From an optimization exercise on the open Yosys and OpenROAD flow, aimed at a short achievable clock period and few clock cycles; shortcuts taken in it are not production practice.
Function was checked by simulation only, so behaviour that the tests miss may differ from the original.
Power figures rest on the tool's default switching activity, not on a simulated workload.

**flow/constraint.sdc**
```tcl
create_clock -name core_clock -period 11.0 [get_ports {clk}]
set_input_delay 2.2000 -clock core_clock [delete_from_list [all_inputs] [get_ports {clk}]]
set_output_delay 2.2000 -clock core_clock [all_outputs]
set_load 0.01 [all_outputs]
```
**flow/flow/run.sh**
```bash
#!/bin/bash
# The standard layout, with:
#  - a tighter setup-repair margin (the repair keeps improving paths until their
#    slack at the design's period reaches the margin, or it runs out of moves)
#  - port buffers as plain buf_4 cells, and sizing not limited to same-footprint cells
export SETUP_SLACK_MARGIN=8
export BUFFER_PORTS_ARGS="-buffer_cell sky130_fd_sc_hd__buf_4"
bash standard.sh MATCH_CELL_FOOTPRINT=0 finish > standard.log 2>&1
```
**flow/design.v**
```verilog
`timescale 1ns / 1ps
module alu(
	input wire [31:0] A,
	input wire [31:0] Bx,		 
	input wire        cin,		 
	input wire        arith,	 
	input wire        is_and,	 
	output wire [31:0] Result,
	output wire [3:0] Flags		 
    );
	wire [31:0] p = A ^ Bx;
	wire [31:0] g = A & Bx;
	wire [31:0] ga = g & {32{arith}};
	wire [31:0] q = arith ? p : (is_and ? g : (g | p));
	wire [32*6-1:0] G, P;
	assign G[31:0] = {ga[31:1], ga[0] | (p[0] & cin & arith)};
	assign P[31:0] = p;
	genvar l, i;
	generate
		for (l = 0; l < 5; l = l + 1) begin : lvl
			for (i = 0; i < 32; i = i + 1) begin : bt
				if (i >= (1 << l)) begin
					assign G[(l+1)*32+i] = G[l*32+i] | (P[l*32+i] & G[l*32+i-(1<<l)]);
					assign P[(l+1)*32+i] = P[l*32+i] & P[l*32+i-(1<<l)];
				end else begin
					assign G[(l+1)*32+i] = G[l*32+i];
					assign P[(l+1)*32+i] = P[l*32+i];
				end
			end
		end
	endgenerate
	wire [32:0] c = {G[191:160], cin & arith};
	assign Result = q ^ c[31:0];
	wire [31:0] zk = {A[30:0] | Bx[30:0], cin};
	wire zs = &(~(p ^ zk));
	wire zl = ~|q;
	assign Flags[3] = Result[31];
	assign Flags[2] = arith ? zs : zl;
	assign Flags[1] = c[32];
	assign Flags[0] = (A[31] == Bx[31]) & (Result[31] != A[31]);
endmodule
`timescale 1ns / 1ps
module arm_cpu(
	input wire clk,
	input wire reset,
	output wire [31:0] PC,
	input wire [31:0] Instr,
	output wire MemWrite,
	output wire [31:0] DataAdr,
	output wire [31:0] WriteData,
	input wire [31:0] ReadData
    );
	function cond_ok(input [3:0] c, input [3:0] f);
		reg n, z, cf, v;
		begin
			{n, z, cf, v} = f;
			case (c)
				4'b0000: cond_ok = z;
				4'b0001: cond_ok = ~z;
				4'b0010: cond_ok = cf;
				4'b0011: cond_ok = ~cf;
				4'b0100: cond_ok = n;
				4'b0101: cond_ok = ~n;
				4'b0110: cond_ok = v;
				4'b0111: cond_ok = ~v;
				4'b1000: cond_ok = cf & ~z;
				4'b1001: cond_ok = ~cf | z;
				4'b1010: cond_ok = (n == v);
				4'b1011: cond_ok = (n != v);
				4'b1100: cond_ok = ~z & (n == v);
				4'b1101: cond_ok = z | (n != v);
				4'b1110: cond_ok = 1'b1;
				default: cond_ok = 1'b0;
			endcase
		end
	endfunction
	reg [31:0] rf [0:14];
	reg [3:0]  flags;		 
	wire rst = reset;
	reg [31:0] pc_o;		 
	reg [31:0] pc_n;		 
	wire [31:0] pc_f = ~pc_n;
	reg [31:0] adr_o;		 
	localparam NB = 8;
	reg [NB-1:0] bt_v;
	reg [9:0]    bt_tag [0:NB-1];
	reg [9:0]    bt_tgt [0:NB-1];
	reg [3:0]    bt_cnd [0:NB-1];
	reg [2:0]    bt_ptr;
	reg          bu_set, bu_clr;		 
	reg [NB-1:0] bu_hit;
	reg [9:0]    bu_pc, bu_tgt;
	reg [3:0]    bu_cnd;
	reg        d_valid;
	reg [31:0] d_ir, d_pc, d_pc4, d_pc8;
	reg        d_fb;			 
	reg [3:0]  d_fbc;			 
	reg [NB-1:0] d_hit;
	reg        d_seq;			 
	reg [29:0] d_ppc;			 
	reg        e_valid;
	reg [3:0]  e_cond, e_rd;
	reg        e_wr, e_ld, e_st, e_br;
	reg        e_sub, e_arith, e_and, e_fnz, e_fcv;
	reg [31:0] e_a, e_b, e_s;
	reg        e_bres, e_bpred;
	reg [31:0] e_pc4, e_tgtf;
	reg        e_fb, e_fclr, e_seq;
	reg        e_psets, e_fbz;		 
	reg [3:0]  e_fbc;
	reg [31:0] e_fall;
	reg [NB-1:0] e_hit;
	reg [29:0] e_ppc;
	reg        m_fb;
	reg [3:0]  m_fbc;
	reg [31:0] m_fall;
	reg [NB-1:0] m_hit;
	reg        m_we, m_ld, m_st;
	reg [3:0]  m_rd;
	reg [31:0] m_res, m_sd;
	reg        w_we, w_ld;
	reg [3:0]  w_rd;
	reg [31:0] w_res, w_rdata;
	wire [31:0] m_wd = m_ld ? ReadData : m_res;
	wire [31:0] w_data = w_ld ? w_rdata : w_res;
	reg [NB-1:0] f_hit;
	reg [9:0]    f_tgt;
	reg [3:0]    f_cnd;
	integer bi;
	always @(*) begin
		f_tgt = 10'd0;
		f_cnd = 4'd0;
		for (bi = 0; bi < NB; bi = bi + 1) begin
			f_hit[bi] = bt_v[bi] & (bt_tag[bi] == pc_f[11:2]);
			f_tgt = f_tgt | (bt_tgt[bi] & {10{f_hit[bi]}});
			f_cnd = f_cnd | (bt_cnd[bi] & {4{f_hit[bi]}});
		end
	end
	wire f_fp = |f_hit;
	wire [31:0] f_npc = {pc_f[31:12], f_tgt, 2'b00};
	wire [31:0] pc_f4 = {pc_f[31:2] + 30'd1, pc_f[1:0]};
	wire [31:0] pc_f8 = {pc_f[31:2] + 30'd2, pc_f[1:0]};
	wire m_redir = m_fb & ~cond_ok(m_fbc, flags);
	wire e_ok   = e_valid & ~m_redir;
	wire [31:0] e_zk = {e_a[30:0] | e_b[30:0], e_sub};
	wire e_zp = e_arith ? &(~(e_a ^ e_b ^ e_zk)) : ~|(e_and ? (e_a & e_b) : (e_a | e_b));
	wire e_ck   = cond_ok(e_cond, flags);
	wire e_exec = e_ok & e_ck;
	wire [3:0] d_cond = d_ir[31:28];
	wire [1:0] d_op   = d_ir[27:26];
	wire       d_I    = d_ir[25];
	wire [3:0] d_cmd  = d_ir[24:21];
	wire       d_S    = d_ir[20];
	wire [3:0] d_rn   = d_ir[19:16];
	wire [3:0] d_rd   = d_ir[15:12];
	wire [3:0] d_rm   = d_ir[3:0];
	wire d_isdp  = (d_op == 2'b00);
	wire d_ismem = (d_op == 2'b01);
	wire d_isbr  = (d_op == 2'b10);
	wire d_ld    = d_ismem &  d_S;
	wire d_st    = d_ismem & ~d_S;
	wire d_rreg  = d_isdp & ~d_I;		 
	wire d_cadd = (d_cmd == 4'b0100);
	wire d_csub = (d_cmd == 4'b0010);
	wire d_cand = (d_cmd == 4'b0000);
	wire d_corr = (d_cmd == 4'b1100);
	wire [31:0] d_imm = d_isdp ? {24'b0, d_ir[7:0]} : {20'b0, d_ir[11:0]};
	wire d_m1 = (d_rn != 4'd15) & m_we & (m_rd == d_rn);
	wire d_m2 = (d_rm != 4'd15) & m_we & (m_rd == d_rm);
	wire d_m3 = (d_rd != 4'd15) & m_we & (m_rd == d_rd);
	wire [31:0] d_o1 = (d_rn == 4'd15) ? d_pc8 :
	                   (d_m1 & ~m_ld) ? m_res :
	                   (w_we && w_rd == d_rn) ? w_data : rf[d_rn];
	wire [31:0] d_o2 = (d_rm == 4'd15) ? d_pc8 :
	                   (d_m2 & ~m_ld) ? m_res :
	                   (w_we && w_rd == d_rm) ? w_data : rf[d_rm];
	wire [31:0] d_o3 = (d_rd == 4'd15) ? d_pc8 :
	                   (d_m3 & ~m_ld) ? m_res :
	                   (w_we && w_rd == d_rd) ? w_data : rf[d_rd];
	wire d_l1 = d_m1 & m_ld;
	wire d_l2 = d_m2 & m_ld;
	wire d_l3 = d_m3 & m_ld;
	wire d_inv = d_isdp & d_csub;
	wire [31:0] d_ob = (d_rreg ? d_o2 : d_imm) ^ {32{d_inv}};
	wire d_lb = d_rreg & d_l2;
	wire [31:0] d_rd1 = d_l1 ? ReadData : d_o1;
	wire [31:0] d_rd3 = d_l3 ? ReadData : d_o3;
	wire [31:0] d_b = ({32{d_lb & ~d_inv}} & ReadData) | ({32{d_lb & d_inv}} & ~ReadData) |
	                  ({32{~d_lb}} & d_ob);
	wire stall = d_valid & e_valid & e_ld &
	             (((d_isdp | d_ismem) & (e_rd == d_rn)) | (d_rreg & (e_rd == d_rm)) |
	              (d_st & (e_rd == d_rd)));
	wire e_wrx = e_exec & e_wr;
	wire d_fam = e_wrx & (e_rd == d_rn) & (d_rn != 4'd15);
	wire d_fbm = e_wrx & d_rreg & (e_rd == d_rm) & (d_rm != 4'd15);
	wire d_fsm = e_wrx & d_st & (e_rd == d_rd) & (d_rd != 4'd15);
	wire [31:0] d_tgt = {d_pc8[31:2] + {{6{d_ir[23]}}, d_ir[23:0]}, d_pc8[1:0]};
	wire d_brv = d_valid & d_isbr & ~(&d_ir[23:0]);	 
	wire flags_pend = e_valid & e_fnz;
	wire d_ck = cond_ok(d_cond, flags);
	wire e_znext = e_ck ? e_zp : flags[2];
	wire d_zc = (d_cond[3:1] == 3'b000);
	wire d_bres = ~flags_pend | d_zc;
	wire d_ckx = ~flags_pend ? d_ck : (e_znext ^ d_cond[0]);
	wire d_dir = d_brv & (d_bres ? d_ckx : d_ir[23]);
	wire d_psets = d_isdp & d_S & (d_cadd | d_csub | d_cand | d_corr);
	wire d_fbz   = (d_fbc[3:1] == 3'b000);
	wire d_fres  = ~d_psets & (~flags_pend | d_fbz);
	wire d_fck   = ~flags_pend ? cond_ok(d_fbc, flags) : (e_znext ^ d_fbc[0]);
	wire d_fmis  = d_valid & d_fb & d_fres & ~d_fck;
	wire d_redir = d_dir | d_fmis;
	wire [31:0] d_npc = d_fmis ? d_pc8 : d_tgt;
	wire [31:0] A  = e_a;
	wire [31:0] Bx = e_b;
	wire [31:0] SD = e_s;
	wire [31:0] res;
	wire fN, fZ, fC, fV;
	alu ALU
	(
		.A		(A),
		.Bx		(Bx),
		.cin		(e_sub),
		.arith	(e_arith),
		.is_and	(e_and),
		.Result	(res),
		.Flags	({fN, fZ, fC, fV})
	);
	wire e_fchk = e_fb & (~e_psets | e_fbz);
	wire e_fck  = ~e_psets ? cond_ok(e_fbc, flags) : ((e_ck ? e_zp : flags[2]) ^ e_fbc[0]);
	wire e_fmis = e_ok & e_fchk & ~e_fck;
	wire e_redir = (e_ok & e_br & ~e_bres & (e_ck != e_bpred)) | e_fmis;
	wire [31:0] e_rpc = e_fmis ? e_fall : e_ck ? e_tgtf : e_pc4;
	always @(posedge clk) begin
		if (rst) begin
			pc_n <= ~32'd0;
			pc_o <= 32'd0;
		end else if (m_redir) begin
			pc_n <= ~m_fall;
			pc_o <= m_fall;
		end else if (e_redir) begin
			pc_n <= ~e_rpc;
			pc_o <= e_rpc;
		end else if (stall) begin
			pc_n <= pc_n;
			pc_o <= pc_o;
		end else if (d_redir) begin
			pc_n <= ~d_npc;
			pc_o <= d_npc;
		end else if (f_fp) begin
			pc_n <= ~f_npc;
			pc_o <= f_npc;
		end else begin
			pc_n <= ~pc_f4;
			pc_o <= pc_f4;
		end
		if (rst | m_redir | e_redir)
			d_valid <= 1'b0;
		else if (!stall)
			d_valid <= ~d_redir;
		if (!stall) begin
			d_ir  <= Instr;
			d_pc  <= pc_f;
			d_pc4 <= pc_f4;
			d_pc8 <= pc_f8;
			d_fb  <= f_fp;
			d_fbc <= f_cnd;
			d_hit <= f_hit;
			d_seq <= d_valid & ~d_isbr & ~d_fb;
			d_ppc <= d_pc[31:2];
		end
		if (rst | m_redir | e_redir | stall)
			e_valid <= 1'b0;
		else
			e_valid <= d_valid;
		e_cond  <= d_cond;
		e_rd    <= d_rd;
		e_wr    <= d_isdp | d_ld;
		e_ld    <= d_ld;
		e_st    <= d_st;
		e_br    <= d_isbr & ~(&d_ir[23:0]);
		e_sub   <= d_isdp & d_csub;
		e_arith <= ~(d_isdp & (d_cand | d_corr));
		e_and   <= d_cand;
		e_fnz   <= d_isdp & d_S & (d_cadd | d_csub | d_cand | d_corr);
		e_fcv   <= d_isdp & d_S & (d_cadd | d_csub);
		e_a     <= d_fam ? res : d_rd1;
		e_b     <= d_fbm ? (res ^ {32{d_inv}}) : d_b;
		e_s     <= d_fsm ? res : d_rd3;
		e_bres  <= d_bres;
		e_bpred <= d_dir;
		e_pc4   <= d_pc4;
		e_tgtf  <= d_tgt;
		e_fb    <= d_fb & ~d_fres;
		e_psets <= d_psets;
		e_fbz   <= d_fbz;
		e_fclr  <= d_fmis;
		e_fbc   <= d_fbc;
		e_fall  <= d_pc8;
		e_hit   <= d_hit;
		e_seq   <= d_seq;
		e_ppc   <= d_ppc;
		if (rst)
			m_fb <= 1'b0;
		else
			m_fb <= e_ok & e_fb & ~e_fchk;
		m_fbc  <= e_fbc;
		m_fall <= e_fall;
		m_hit  <= e_hit;
		if (rst) begin
			bu_set <= 1'b0;
			bu_clr <= 1'b0;
		end else begin
			bu_set <= e_ok & e_br & e_ck & e_seq & (e_ppc[29:10] == e_tgtf[31:12]);
			bu_clr <= m_redir | (e_ok & e_fclr) | e_fmis;
		end
		bu_hit <= m_redir ? m_hit : e_hit;
		bu_pc  <= e_ppc[9:0];
		bu_tgt <= e_tgtf[11:2];
		bu_cnd <= e_cond;
		if (rst) begin
			bt_v   <= {NB{1'b0}};
			bt_ptr <= 3'd0;
		end else if (bu_set) begin
			bt_v[bt_ptr]   <= 1'b1;
			bt_tag[bt_ptr] <= bu_pc;
			bt_tgt[bt_ptr] <= bu_tgt;
			bt_cnd[bt_ptr] <= bu_cnd;
			bt_ptr <= bt_ptr + 3'd1;
		end else if (bu_clr)
			bt_v <= bt_v & ~bu_hit;
		if (rst) begin
			m_we <= 1'b0;
			m_st <= 1'b0;
		end else begin
			m_we <= e_wrx;
			m_st <= e_exec & e_st;
		end
		m_ld  <= e_ld;
		m_rd  <= e_rd;
		m_res <= res;
		adr_o <= res & {32{e_ld | e_st}};
		m_sd  <= SD;
		if (e_exec & e_fnz)
			flags[3:2] <= {fN, fZ};
		if (e_exec & e_fcv)
			flags[1:0] <= {fC, fV};
		if (rst)
			w_we <= 1'b0;
		else
			w_we <= m_we;
		w_rd    <= m_rd;
		w_ld    <= m_ld;
		w_res   <= m_res;
		w_rdata <= ReadData;
		if (w_we && w_rd != 4'd15)
			rf[w_rd] <= w_data;
	end
	assign PC        = pc_o;
	assign MemWrite  = m_st;
	assign DataAdr   = adr_o;
	assign WriteData = m_sd;
endmodule
```
**flow/standard.sh**
```bash
#!/bin/bash
# synth_recipe.tcl (not shown) runs the flow's synth.tcl, then flattens the netlist and writes it again
# the make line also repeats each setting of config.mk as NAME=value (left out here)
make -C /OpenROAD-flow-scripts/flow DESIGN_CONFIG=/design/flow/config.mk WORK_HOME=/design/flow/orfs CLKGATE_MAP_FILE= SYNTH_SCRIPT=/design/flow/synth_recipe.tcl "${@:-finish}"
```
**flow/config.mk**
```make
export PLATFORM = sky130hd
export DESIGN_NAME = arm_cpu
export DESIGN_NICKNAME = arm_cpu
export VERILOG_FILES = /design/flow/design.v
export SDC_FILE = /design/flow/constraint.sdc
export NUM_CORES = 4
export LEC_CHECK = 0
export CAP_MARGIN = 20
export CORE_MARGIN = 2
export CORE_UTILIZATION = 30
export SLEW_MARGIN = 20
```
==> flow_summary.yaml, run 1 <==
synthesis:
  synthCells: 5217
  synth_top_area_share_pct: 37.85
  synth_cell_types: 100
  synth_edf_count: 843
  yosysTopAreaCell: "edfxtp_1"
  ys_dominant_reg_cell: "edfxtp_1"
  async_reset_ff_share_pct: 0
  ys_seq_area_share_pct: 55.63
  ys_warn_count: 1
  synth_area_leaders: "edfxtp_1 38%, dfxtp_1 18%, mux4_2 13%"
  ys_seq_elements: 1437
  avgSynthCellArea_um2: 12.82
  syn-cell-area_um2: 66880
  synth_fp_nets: 5385
critical_path:
  ff2ff_setup_slack_ns: 7.20
  critPathLaunch: "e_a[14]$_DFF_P_"
  cp_max_fo: 8
  worst_setup_path_end_kind: "flip-flop"
  reg2reg_depth: 15
  startpoint_type: "flip-flop"
  r2r-end: "pc_n[25]$_SDFFE_PP1P_"
  worstPathRequired_ns: 11.74
  worst-setup-path-type: "flip-flop to flip-flop"
  worstReg2RegStart: "e_a[14]$_DFF_P_"
  endpoint: "pc_n[25]$_SDFFE_PP1P_"
  worstPathArrival_ns: 4.54
cts:
  cts_num_sinks: 1437
  cts_tree: "built"
  clock_latency_ns: 0.84
  htree_levels: 4
  clkSlewWorstSetupHoldPaths_ns: 0.07
  numCtsBuffers: 153
  cts_max_path_buffers: 3
  cts-hold-fix-buffers: 0
  root_buffer: "clkbuf_16"
drt:
  viasPerCell: 5.688
  ant_nets: 0
  vias: 49710
  wirelength_um: 256500
  firstDrtPassIters: 6
  routedWlPerCell_um: 29.35
  drtIter0Drc: 6176
  drc: 0
grt:
  grt_pass1_vias: 48350
  use_met2_pct: 34.08
  antenna_found_initial: 16
  met1_usage_pct: 27.48
  grt_pass1_wl_um: 360200
  grt_max_degree: 74
  met3_usage_pct: 5.508
  grt-ovfl-total: 0
  grt_most_used_layer: "met2"
  grt_usage_pct: 21.84
job:
  maxCapViolations: 0
timing:
  relSlewSlack_pct: 31.27
  fin_crit_ns: 3.803
  drv_slew: 0
  rsz0062_at_grt: "yes"
  finClkSkew_ns: 0.05649
  hold_viol: 0
  post-route-period-util_pct: 34.57
  worst_slew_pin_slew_ns: 1.022
  timing.hold.ws_ns: 0.3016
  final-setup-viol-count: 0
  setup_tns_ns: 0
  clock.fmax_mhz: 263.0
final_layout:
  area_growth_pct: 27.52
  fill_cells: 20450
  layout-drive-gt1-share_pct: 33.78
  finish.utilization_pct: 38.44
  final_nets: 5798
die:
  start_util_pct: 30.14
  die_h_um: 476.2
  fp.dieW_um: 476.2
  design.core.area_um2: 221900
  die-area_um2: 226700
  ios: 163
  num_rows: 173
placement:
  place_congestion: 0.9396
  portBuffers: 162
  place_hpwl_um: 152400
pwr:
  leakage_uw: 0.03036
  power.density_nw_per_um2: 161.4
  power_uw: 13760
  ir_drop_uv: 147.9
min_path:
  hold_class: "flip-flop to flip-flop"
outcome:
  status: "complete, no violations"
[worst min-delay path by stage]
stage	from	end	depth (start not counted)	slack, ns
after floorplan	e_ppc[0]$_DFF_P_	bu_pc[0]$_DFF_P_	0	0.31
after global placement	e_s[12]$_DFF_P_	m_sd[12]$_DFF_P_	0	0.31
after detailed placement	e_ppc[2]$_DFF_P_	bu_pc[2]$_DFF_P_	0	0.31
after CTS	d_ppc[12]$_DFFE_PN_	e_ppc[12]$_DFF_P_	0	0.30
after global routing	d_ppc[18]$_DFFE_PN_	e_ppc[18]$_DFF_P_	0	0.30
final	d_ppc[18]$_DFFE_PN_	e_ppc[18]$_DFF_P_	0	0.30
[report_power, final]
| group | leakage, µW | internal, µW | total [µW] | switching, µW |
|---|---|---|---|---|
| clock | 0.00251 | 3050 | 5350 | 2310 |
| sequential | 0.0131 | 6100 | 6340 | 246 |
| combinational | 0.0148 | 837 | 2060 | 1230 |
[metal layers]
metal  part of all wire [%]  up-vias  routed length [µm]
met2                     45     3109              116700
met1                     37    25110               96110
li1                       -    20770                   -
met5                  0.023        -                  58
met4                    6.7        8               17130
met3                     10      711               26480
[layout by cell type (no fill, tap or decap), types with 21 or more instances in the layout]
cell       instances
mux2_2            46
o21ai_0          253
dfxtp_2          107
mux2i_1          207
nor2b_1           28
a21oi_1          156
clkbuf_1          42
nand3_1           58
o21ai_1           51
nand2_1          441
buf_12            50
mux4_2           383
buf_6            150
ha_4              40
nor3_1            49
xnor2_2           30
o211ai_1         161
buf_4            356
a211oi_1          38
a31oi_1           22
a22oi_1           21
nor2_4            45
a21o_1            46
dfxtp_4           46
inv_1            132
a22o_1            30
nor2_1           179
xnor2_1          127
xor2_1           119
clkbuf_16        184
o21ai_2           37
edfxtp_1         843
inv_2             24
dfxtp_1          441
a221oi_1          21
nand4_1           82
ha_1              53
nor4_1            21
[logic make-up (layout without fill, tap and decap cells)]
logic type / count (synthesis) / in the layout / share of synthesized area (%)
compound gates: 1092 / 1093 / 10.54
xor+xnor: 322 / 322 / 4.239
fa+ha+maj: 102 / 102 / 1.919
buf+inv: 525 / 1058 / 3.083
flops: 1437 / 1437 / 55.63
mux: 641 / 641 / 16.86
other cells: 0 / 4 / 0
simple gates: 1098 / 1107 / 7.721
[synthesized netlist by cell type (49+ instances only)]
| master | instances |
|---|---|
| edfxtp_1 | 843 |
| dfxtp_1 | 594 |
| nand2_1 | 459 |
| mux4_2 | 383 |
| o21ai_0 | 342 |
| clkbuf_1 | 251 |
| nor2_1 | 223 |
| mux2i_1 | 207 |
| a21oi_1 | 185 |
| xnor2_1 | 163 |
| o211ai_1 | 161 |
| inv_1 | 160 |
| xor2_1 | 157 |
| ha_1 | 101 |
| nand4_1 | 82 |
| buf_1 | 74 |
| nor3_1 | 72 |
| nand3_1 | 69 |
| mux2_2 | 49 |
[critical path, cell delays in order, from the launching register on]
cell and delay [ns]:
dfxtp_2 0.35, inv_2 0.05, ha_4 0.29, xor2_4 0.17
nand4_1 0.18, nor4_4 0.38, buf_4 0.18, a21oi_2 0.07
a211oi_4 0.28, a311o_2 0.36, buf_12 0.16, nand2_8 0.07
or3_4 0.49, o221a_1 0.30, mux2_4 0.26, o21ai_2 0.10
[flip-flops by register name, summed over array words and instances (netlist names), 32 cells and up, named ones only]
name	flops
e_b	32
d_ir	32
bt_tag	80
pc_o	32
bt_cnd	32
w_rdata	32
m_sd	32
m_res	32
w_res	32
e_fall	32
bt_tgt	80
e_s	32
e_a	32
m_fall	32
pc_n	32
d_pc	32
adr_o	32
rf	480
[stage by stage]
step | setup WS, ns | area (µm²) | instances
5_1_grt | 7.090 | 85280 | 8737
3_5_place_dp | 5.371 | 72150 | 8090
6_report | 7.197 | 85290 | 8739
3_3_place_gp | 5.494 | 72150 | 8090
2_1_floorplan | 7.349 | 67880 | 5217
4_1_cts | 7.316 | 83340 | 8635
[what timing repair did]
item	CTS	global route
pin swaps	175	137
gates cloned	41	4
setup endpoints to repair	437	392
buffers inserted	219	96
gates resized for setup	774	210
endpoints found under the hold margin	0	0
[cell type report]
cell class	instances	area [µm²]	share of cell area [%]
diodes	4	10.01	0.01174
clock buffers	217	4368	5.122
clock inverters	68	837.1	0.9815
inverters	163	663.1	0.7775
multi-input cells	3265	31660	37.12
flip-flops and latches	1437	37510	43.98
well taps	2975	3722	4.365
repair buffers	610	6511	7.635
Testbench counts, summed over its fixed seeds: cycles 11,962.
==> run 2, diff against run 1 <==
--- a/flow/design.v
+++ b/flow/design.v
@@ -84,11 +84,11 @@
 	localparam NB = 8;
 	reg [NB-1:0] bt_v;
-	reg [9:0]    bt_tag [0:NB-1];
-	reg [9:0]    bt_tgt [0:NB-1];
+	reg [29:0]   bt_tag [0:NB-1];
+	reg [29:0]   bt_tgt [0:NB-1];
 	reg [3:0]    bt_cnd [0:NB-1];
 	reg [2:0]    bt_ptr;
 	reg          bu_set, bu_clr;		 
 	reg [NB-1:0] bu_hit;
-	reg [9:0]    bu_pc, bu_tgt;
+	reg [29:0]   bu_pc, bu_tgt;
 	reg [3:0]    bu_cnd;
 	reg        d_valid;
@@ -125,18 +125,18 @@
 	wire [31:0] w_data = w_ld ? w_rdata : w_res;
 	reg [NB-1:0] f_hit;
-	reg [9:0]    f_tgt;
+	reg [29:0]   f_tgt;
 	reg [3:0]    f_cnd;
 	integer bi;
 	always @(*) begin
-		f_tgt = 10'd0;
+		f_tgt = 30'd0;
 		f_cnd = 4'd0;
 		for (bi = 0; bi < NB; bi = bi + 1) begin
-			f_hit[bi] = bt_v[bi] & (bt_tag[bi] == pc_f[11:2]);
-			f_tgt = f_tgt | (bt_tgt[bi] & {10{f_hit[bi]}});
+			f_hit[bi] = bt_v[bi] & (bt_tag[bi] == pc_f[31:2]);
+			f_tgt = f_tgt | (bt_tgt[bi] & {30{f_hit[bi]}});
 			f_cnd = f_cnd | (bt_cnd[bi] & {4{f_hit[bi]}});
 		end
 	end
 	wire f_fp = |f_hit;
-	wire [31:0] f_npc = {pc_f[31:12], f_tgt, 2'b00};
+	wire [31:0] f_npc = {f_tgt, 2'b00};
 	wire [31:0] pc_f4 = {pc_f[31:2] + 30'd1, pc_f[1:0]};
 	wire [31:0] pc_f8 = {pc_f[31:2] + 30'd2, pc_f[1:0]};
@@ -311,10 +311,10 @@
 			bu_clr <= 1'b0;
 		end else begin
-			bu_set <= e_ok & e_br & e_ck & e_seq & (e_ppc[29:10] == e_tgtf[31:12]);
+			bu_set <= e_ok & e_br & e_ck & e_seq;
 			bu_clr <= m_redir | (e_ok & e_fclr) | e_fmis;
 		end
 		bu_hit <= m_redir ? m_hit : e_hit;
-		bu_pc  <= e_ppc[9:0];
-		bu_tgt <= e_tgtf[11:2];
+		bu_pc  <= e_ppc;
+		bu_tgt <= e_tgtf[31:2];
 		bu_cnd <= e_cond;
 		if (rst) begin
--- a/flow/config.mk
+++ b/flow/config.mk
@@ -8,4 +8,4 @@
 export CAP_MARGIN = 20
 export CORE_MARGIN = 2
-export CORE_UTILIZATION = 30
+export CORE_UTILIZATION = 40
 export SLEW_MARGIN = 20
==> run 2 against run 1 <==
Synthesized cell count increased by 15%. Non-clock buffer count increased by 127. Utilization increased by 12 points. Register-to-register slack improved by 0.16 ns. Combinational power about the same. Area after synthesis increased by 20%. Critical path depth decreased by 2. Fmax increased by 4.3%. Count of clock-buffer cells in the layout increased by 33. Via count increased by 16%. Clock skew decreased by 0.0028 ns. Still clean. Sequential share of layout area increased by 3.6 points.
==> flow_summary.yaml, run 2 <==
synthesis:
  avgSynthCellArea_um2: 13.38
  synth_area_leaders: "edfxtp_1 44%, dfxtp_1 16%, mux4_2 11%"
  ys_seq_area_share_pct: 59.34
  synth_edf_count: 1163
  syn-cell-area_um2: 80250
  yosysTopAreaCell: "edfxtp_1"
  async_reset_ff_share_pct: 0
  ys_dominant_reg_cell: "edfxtp_1"
  ys_warn_count: 1
  synth_fp_nets: 6166
  synthCells: 5998
  synth_cell_types: 95
  yosysMostFrequentCell: "edfxtp_1"
  synth_top_area_share_pct: 43.52
  ys_seq_elements: 1797
  synth_commonest_cells: "1163 x edfxtp_1, 634 x dfxtp_1, 505 x nand2_1"
grt:
  grt-ovfl-total: 0
  grt_max_degree: 111
  grt_usage_pct: 28.75
  grt_most_used_layer: "met2"
  use_met2_pct: 47.33
  met3_usage_pct: 5.976
  grt_pass1_vias: 55530
  antenna_found_initial: 18
  met1_usage_pct: 34.73
  grt_pass1_wl_um: 419500
final_layout:
  design_area_um2: 100700
  area_growth_pct: 25.48
  layout-drive-gt1-share_pct: 30.63
  finish.utilization_pct: 50.43
  final_nets: 6708
  largest_register_ffs: 480
  mostFrequentLayoutCells: "1163 x edfxtp_1, 494 x dfxtp_1, 481 x nand2_1"
  largest-register: "rf"
  reg.largest.list: "rf (480), bt_tag (240), bt_tgt (240)"
  final_common_cell: "edfxtp_1"
critical_path:
  critPathLaunch: "e_arith$_DFF_P_"
  reg2reg_depth: 13
  worstPathRequired_ns: 11.75
  worstPathArrival_ns: 4.39
  cp_max_fo: 19
  endpoint: "pc_n[17]$_SDFFE_PP1P_"
  r2r-end: "pc_n[17]$_SDFFE_PP1P_"
  worst_setup_path_end_kind: "flip-flop"
  worstReg2RegStart: "e_arith$_DFF_P_"
  startpoint_type: "flip-flop"
  ff2ff_setup_slack_ns: 7.36
  worst-setup-path-type: "flip-flop to flip-flop"
timing:
  fin_crit_ns: 3.645
  rsz0062_at_grt: "yes"
  final-setup-viol-count: 0
  setup_tns_ns: 0
  setup_ws_ns: 7.355
  clock.fmax_mhz: 274.4
  worst_slew_pin_slew_ns: 1.063
  finClkSkew_ns: 0.05373
  hold_viol: 0
  post-route-period-util_pct: 33.13
  relSlewSlack_pct: 29.00
  drv_slew: 0
placement:
  place_hpwl_um: 179300
  portBuffers: 162
  place_congestion: 0.9660
  dpl_worst_slack_ns: 6.145
  place_area_um2: 84810
drt:
  routedWlPerCell_um: 32.51
  vias: 57490
  drc: 0
  firstDrtPassIters: 8
  ant_nets: 0
  drtIter0Drc: 7779
  viasPerCell: 6.138
  wirelength_um: 304500
die:
  die-area_um2: 204200
  fp.dieW_um: 451.9
  die_h_um: 451.9
  num_rows: 164
  ios: 163
  start_util_pct: 40.19
  design.core.area_um2: 199700
cts:
  clkSlewWorstSetupHoldPaths_ns: 0.07
  clock_latency_ns: 0.89
  root_buffer: "clkbuf_16"
  htree_levels: 4
  cts_num_sinks: 1797
  numCtsBuffers: 188
  cts-hold-fix-buffers: 0
  cts_tree: "built"
  cts_max_path_buffers: 3
pwr:
  power_uw: 16390
  p_comb_share_pct: 12.7
  p_sw_uw: 4354
  p_sw_share_pct: 26.57
  leakage_uw: 0.03608
  ir_drop_uv: 186.3
  clockPowerShare_pct: 39.4
  seqPwrFrac_pct: 47.9
  power.density_nw_per_um2: 162.7
  p_int_uw: 12030
min_path:
  hold_class: "flip-flop to flip-flop"
job:
  maxCapViolations: 0
outcome:
  status: "complete, no violations"
[run 2: cell count changes after synthesis, moves of 31 or more]
cell      before   now
xnor2_1      163   243
nor2_1       223   270
buf_2         29    60
nor4_1        31    64
dfxtp_1      594   634
nand2_1      459   505
a222oi_1       1    67
a211oi_1      44    85
xor2_1       157   220
edfxtp_1     843  1163
[run 2: area by class of cell]
type	instances	area (µm²)
Timing Repair Buffer	737	8517
Tap cell	2656	3323
Sequential cell	1797	47920
Clock inverter	102	1075
Inverter	180	738.2
Timing Repair inverter	2	22.52
Clock buffer	250	5233
Antenna cell	7	17.52
Multi-Input combinational cell	3634	33850
Fill cell	16620	98960
[run 2: how the worst min path moves through the flow]
stage | startpoint | endpoint | slack [ns] | depth (start not counted)
final | e_s[15]$_DFF_P_ | m_sd[15]$_DFF_P_ | 0.30 | 0
after global routing | e_s[15]$_DFF_P_ | m_sd[15]$_DFF_P_ | 0.30 | 0
after floorplan | e_ppc[0]$_DFF_P_ | bu_pc[0]$_DFF_P_ | 0.31 | 0
after global placement | e_ppc[27]$_DFF_P_ | bu_pc[27]$_DFF_P_ | 0.31 | 0
after detailed placement | e_ppc[15]$_DFF_P_ | bu_pc[15]$_DFF_P_ | 0.31 | 0
after CTS | e_s[15]$_DFF_P_ | m_sd[15]$_DFF_P_ | 0.29 | 0
[run 2: power by group through the flow]
stage | clock network (µW) | logic [µW] | registers [µW]
final | 6450 | 2080 | 7850
after global routing | 6790 | 2160 | 7870
after CTS | 6510 | 1940 | 7850
after detailed placement | 0 | 1610 | 8010
after global placement | 0 | 1610 | 8000
after floorplan | 0 | 985 | 7870
[run 2: logic make-up (layout without fill, tap and decap cells)]
logic type | Yosys count | after routing | synth area share (%)
and+or+nand+nor | 1273 | 1282 | 7.515
other | 0 | 7 | 0
adders and majority gates | 102 | 102 | 1.600
xor gates and xnor gates | 463 | 463 | 5.053
DFF | 1797 | 1797 | 59.34
buffers and inverters | 580 | 1271 | 2.853
muxes | 651 | 651 | 14.16
AOI/OAI and AO/OA | 1132 | 1136 | 9.480
[run 2: repair_timing]
action                                  in CTS  in global routing
cloned                                      63                 18
setup buffers                              290                 85
resized for setup                          979                199
endpoints found under the setup margin     860                555
pin swaps                                  183                 95
[run 2: per-layer routing]
| metal | up-vias | routed length [µm] |
|---|---|---|
| met5 | - | 86 |
| met3 | 914 | 27720 |
| li1 | 24070 | - |
| met4 | 4 | 22350 |
| met2 | 3429 | 145900 |
| met1 | 29070 | 108400 |
[run 2: per-stage QoR]
step | hold WS, ns | std cells
3_3_place_gp | 0.3098 | 8550
3_5_place_dp | 0.3121 | 8550
2_1_floorplan | 0.3096 | 5998
5_1_grt | 0.2954 | 9363
4_1_cts | 0.2875 | 9255
6_report | 0.2963 | 9365
[run 2: critical path: stages, from the launching register on]
cell	delay (ns)
dfxtp_2	0.47
inv_2	0.26
or4b_4	0.61
nor4_4	0.14
and4_4	0.29
o31ai_4	0.12
buf_4	0.18
o311ai_4	0.34
buf_6	0.22
buf_6	0.12
nor3_2	0.04
a41o_1	0.28
o211a_1	0.28
a2bb2oi_2	0.13
Testbench counts of run 2, summed over its fixed seeds: cycles 11,962.
==> run 3, diff against run 2 <==
--- a/flow/config.mk
+++ b/flow/config.mk
@@ -8,4 +8,4 @@
 export CAP_MARGIN = 20
 export CORE_MARGIN = 2
-export CORE_UTILIZATION = 40
+export CORE_UTILIZATION = 55
 export SLEW_MARGIN = 20
==> run 3 against run 2 <==
Global-route usage up 12 points. Largest cell class unchanged. Synthesized cell count unchanged. Count of clock-buffer cells in the layout down 2.
==> flow_summary.yaml, run 3 <==
outcome:
  status: "complete, no violations"
final_layout:
  largest-register: "rf"
  design_area_um2: 100800
  reg.largest.list: "rf (480), bt_tag (240), bt_tgt (240)"
  layout-drive-gt1-share_pct: 31.74
  largest_register_ffs: 480
  seq_area_um2: 47900
  area_growth_pct: 25.62
  final_nets: 6726
  fill_cells: 9841
  mostFrequentLayoutCells: "1163 x edfxtp_1, 500 x dfxtp_1, 481 x nand2_1"
  final_common_cell: "edfxtp_1"
  multi_input_area_um2: 34410
  fin_cells: 8641
synthesis:
  avgSynthCellArea_um2: 13.38
  ys_seq_elements: 1797
  synth_area_leaders: "edfxtp_1 44%, dfxtp_1 16%, mux4_2 11%"
  ys_dominant_reg_cell: "edfxtp_1"
  ys_seq_area_share_pct: 59.34
  synth_commonest_cells: "1163 x edfxtp_1, 634 x dfxtp_1, 505 x nand2_1"
  synth_top_area_share_pct: 43.52
  synth_edf_count: 1163
  yosysTopAreaCell: "edfxtp_1"
  synthCells: 5998
  synth_cell_types: 95
  synth_fp_nets: 6166
  async_reset_ff_share_pct: 0
  ys_warn_count: 1
  syn-cell-area_um2: 80250
  yosysMostFrequentCell: "edfxtp_1"
timing:
  post-route-period-util_pct: 38.39
  final-setup-viol-count: 0
  clock.fmax_mhz: 236.8
  setup_ws_ns: 6.777
  rsz0062_at_grt: "yes"
  fin_crit_ns: 4.223
  worst_slew_pin_slew_ns: 1.283
  finClkSkew_ns: 0.05006
  drv_slew: 0
  hold_viol: 0
  setup_tns_ns: 0
  relSlewSlack_pct: 14.44
die:
  start_util_pct: 55.26
  ios: 163
  design.core.area_um2: 145200
  fp.dieW_um: 386.0
  num_rows: 140
  die_h_um: 386.0
  die-area_um2: 149000
grt:
  grt_pass1_vias: 56350
  grt_max_degree: 79
  grt_pass1_wl_um: 425400
  antenna_found_initial: 18
  grt_usage_pct: 41.13
  grt-ovfl-total: 0
pwr:
  clockPowerShare_pct: 39.4
  p_sw_share_pct: 26.18
  leakage_uw: 0.03637
  power.density_nw_per_um2: 163.5
  p_sw_uw: 4314
  p_int_uw: 12170
  seqPwrFrac_pct: 47.7
  p_comb_share_pct: 12.9
  ir_drop_uv: 149.1
drt:
  viasPerCell: 6.813
  firstDrtPassIters: 8
  drtIter0Drc: 7995
  routedWlPerCell_um: 36.21
  wirelength_um: 312900
  vias: 58870
  drc: 0
  ant_nets: 0
critical_path:
  worst-setup-path-type: "flip-flop to flip-flop"
  cp_max_fo: 8
  worst_setup_path_end_kind: "flip-flop"
  worstPathArrival_ns: 4.92
  startpoint_type: "flip-flop"
  worstPathRequired_ns: 11.69
cts:
  htree_levels: 4
  cts_tree: "built"
  cts_max_path_buffers: 3
  cts_num_sinks: 1797
  cts-hold-fix-buffers: 0
  numCtsBuffers: 184
  root_buffer: "clkbuf_16"
  clkSlewWorstSetupHoldPaths_ns: 0.06
  clock_latency_ns: 0.85
placement:
  place_area_um2: 83810
  place_hpwl_um: 182700
  portBuffers: 162
  place_congestion: 0.9858
  dpl_worst_slack_ns: 6.145
  numPlacedInstances: 7800
min_path:
  hold_class: "flip-flop to flip-flop"
job:
  maxCapViolations: 0
==> run 3: cell count changes in the layout (fill, tap and decap cells not counted), sizes merged, moves of 3 or more <==
cell,change
diode,+4
clkinv,-12
a21o,-3
buf,+16
bufinv,+7
==> run 3: worst paths after layout <==
kind / start / endpoint / slack, ns / cells past startpoint
max: e_b[0]$_DFF_P_ / pc_n[30]$_SDFFE_PP1P_ / 6.78 / 16
min: e_s[3]$_DFF_P_ / m_sd[3]$_DFF_P_ / 0.31 / 0
max reg2reg: e_b[0]$_DFF_P_ / pc_n[30]$_SDFFE_PP1P_ / 6.78 / 16
min reg2reg: e_s[3]$_DFF_P_ / m_sd[3]$_DFF_P_ / 0.31 / 0
==> run 3: cell families after synthesis <==
logic type / synth area share [%]
AOI/OAI and AO/OA: 9.480
xor gates and xnor gates: 5.053
adders and majority gates: 1.600
buffers and inverters: 2.853
DFF: 59.34
muxes: 14.16
and+or+nand+nor: 7.515
==> run 3: power groups by stage <==
| stage | Clock (µW) | Combinational (µW) | Sequential [µW] |
|---|---|---|---|
| after global routing | 6790 | 2190 | 7880 |
| after floorplan | 0 | 985 | 7870 |
| after CTS | 6520 | 1930 | 7860 |
| final | 6490 | 2130 | 7860 |
| after global placement | 0 | 1590 | 8020 |
| after detailed placement | 0 | 1590 | 8030 |
==> run 3: timing repair <==
item                                    in CTS  in global routing
endpoints found under the setup margin     900                711
pin swaps                                  145                157
buffers inserted                           276                130
endpoints found under the hold margin        0                  0
gates resized for setup                    948                386
gates cloned                                70                 13
==> run 3: layout make-up <==
cell class,instances,area share [%]
multi-input combinational,3634,34.13
timing repair inverter,5,0.07944
clock buffer,248,5.173
inverter,180,0.7484
timing repair buffer,756,8.848
antenna,11,0.02731
clock inverter,93,1.101
sequential,1797,47.51
tap,1917,2.379
==> run 3: metal layers <==
metal / GRT usage, % / up-vias / part of all wire (%) / routed length (µm)
li1: - / 24110 / - / -
met1: 49.36 / 29530 / 34 / 106100
met2: 63.80 / 4039 / 45 / 141700
met3: 10.20 / 1180 / 11 / 33960
met4: 32.08 / 16 / 9.9 / 30880
met5: 0 / - / 0.10 / 318
==> run 3: per-stage QoR <==
stage	utilization, %	total power (µW)	hold WS, ns
after floorplan	-	8852	0.3096
after global placement	57.72	9609	0.3100
after detailed placement	57.72	9621	0.3121
after CTS	67.27	16310	0.3010
after global routing	69.41	16860	0.3029
final	69.42	16480	0.3088
==> run 3: critical path, cell delays in order, from the launching register on <==
cell and delay (ns):
dfxtp_2 0.33, inv_2 0.05, buf_4 0.13, ha_1 0.21
xnor2_1 0.50, nor4_4 0.09, and4_4 0.27, o31ai_4 0.46
buf_6 0.17, buf_6 0.09, o211ai_1 0.09, buf_6 0.17
buf_6 0.14, o211ai_1 0.83, o221ai_1 0.27, nor2_1 0.20
a22oi_1 0.10

-- port drivers added, routing unchanged --
The flow's constraints put no driver on any port. The routed layouts listed below were extracted and timed again, unchanged, in two steps. Step 1, drivers: a clkbuf_16 drives clk and a buf_2 each remaining input, both assumed. Step 2 also shifts input and output timing later by t, the mid clock arrival at the registers, as if the neighbouring blocks saw the same clock. a / b / c = no drivers / after step 1 / after step 2; a / b = the first two.
| run | t, ns | slack for setup (ns) | worst setup path after step 2 | worst slew at a driven data input, ns | pins driven straight from the clock port |
|---|---|---|---|---|---|
| run 1 | 0.906 | 7.197 / 7.197 / 7.124 | input to register | 0.29 | 1 |
| run 2 | 0.942 | 7.355 / 7.300 / 6.791 | input to register | 0.28 | 1 |
| run 3 | 0.901 | 6.777 / 6.777 / 6.777 | register to register | 0.23 | 1 |
After both steps setup and hold are still met in every run listed. For run 2, which loses most, drivers alone change the setup slack by -0.055 ns; drivers and shift together by -0.564 ns.
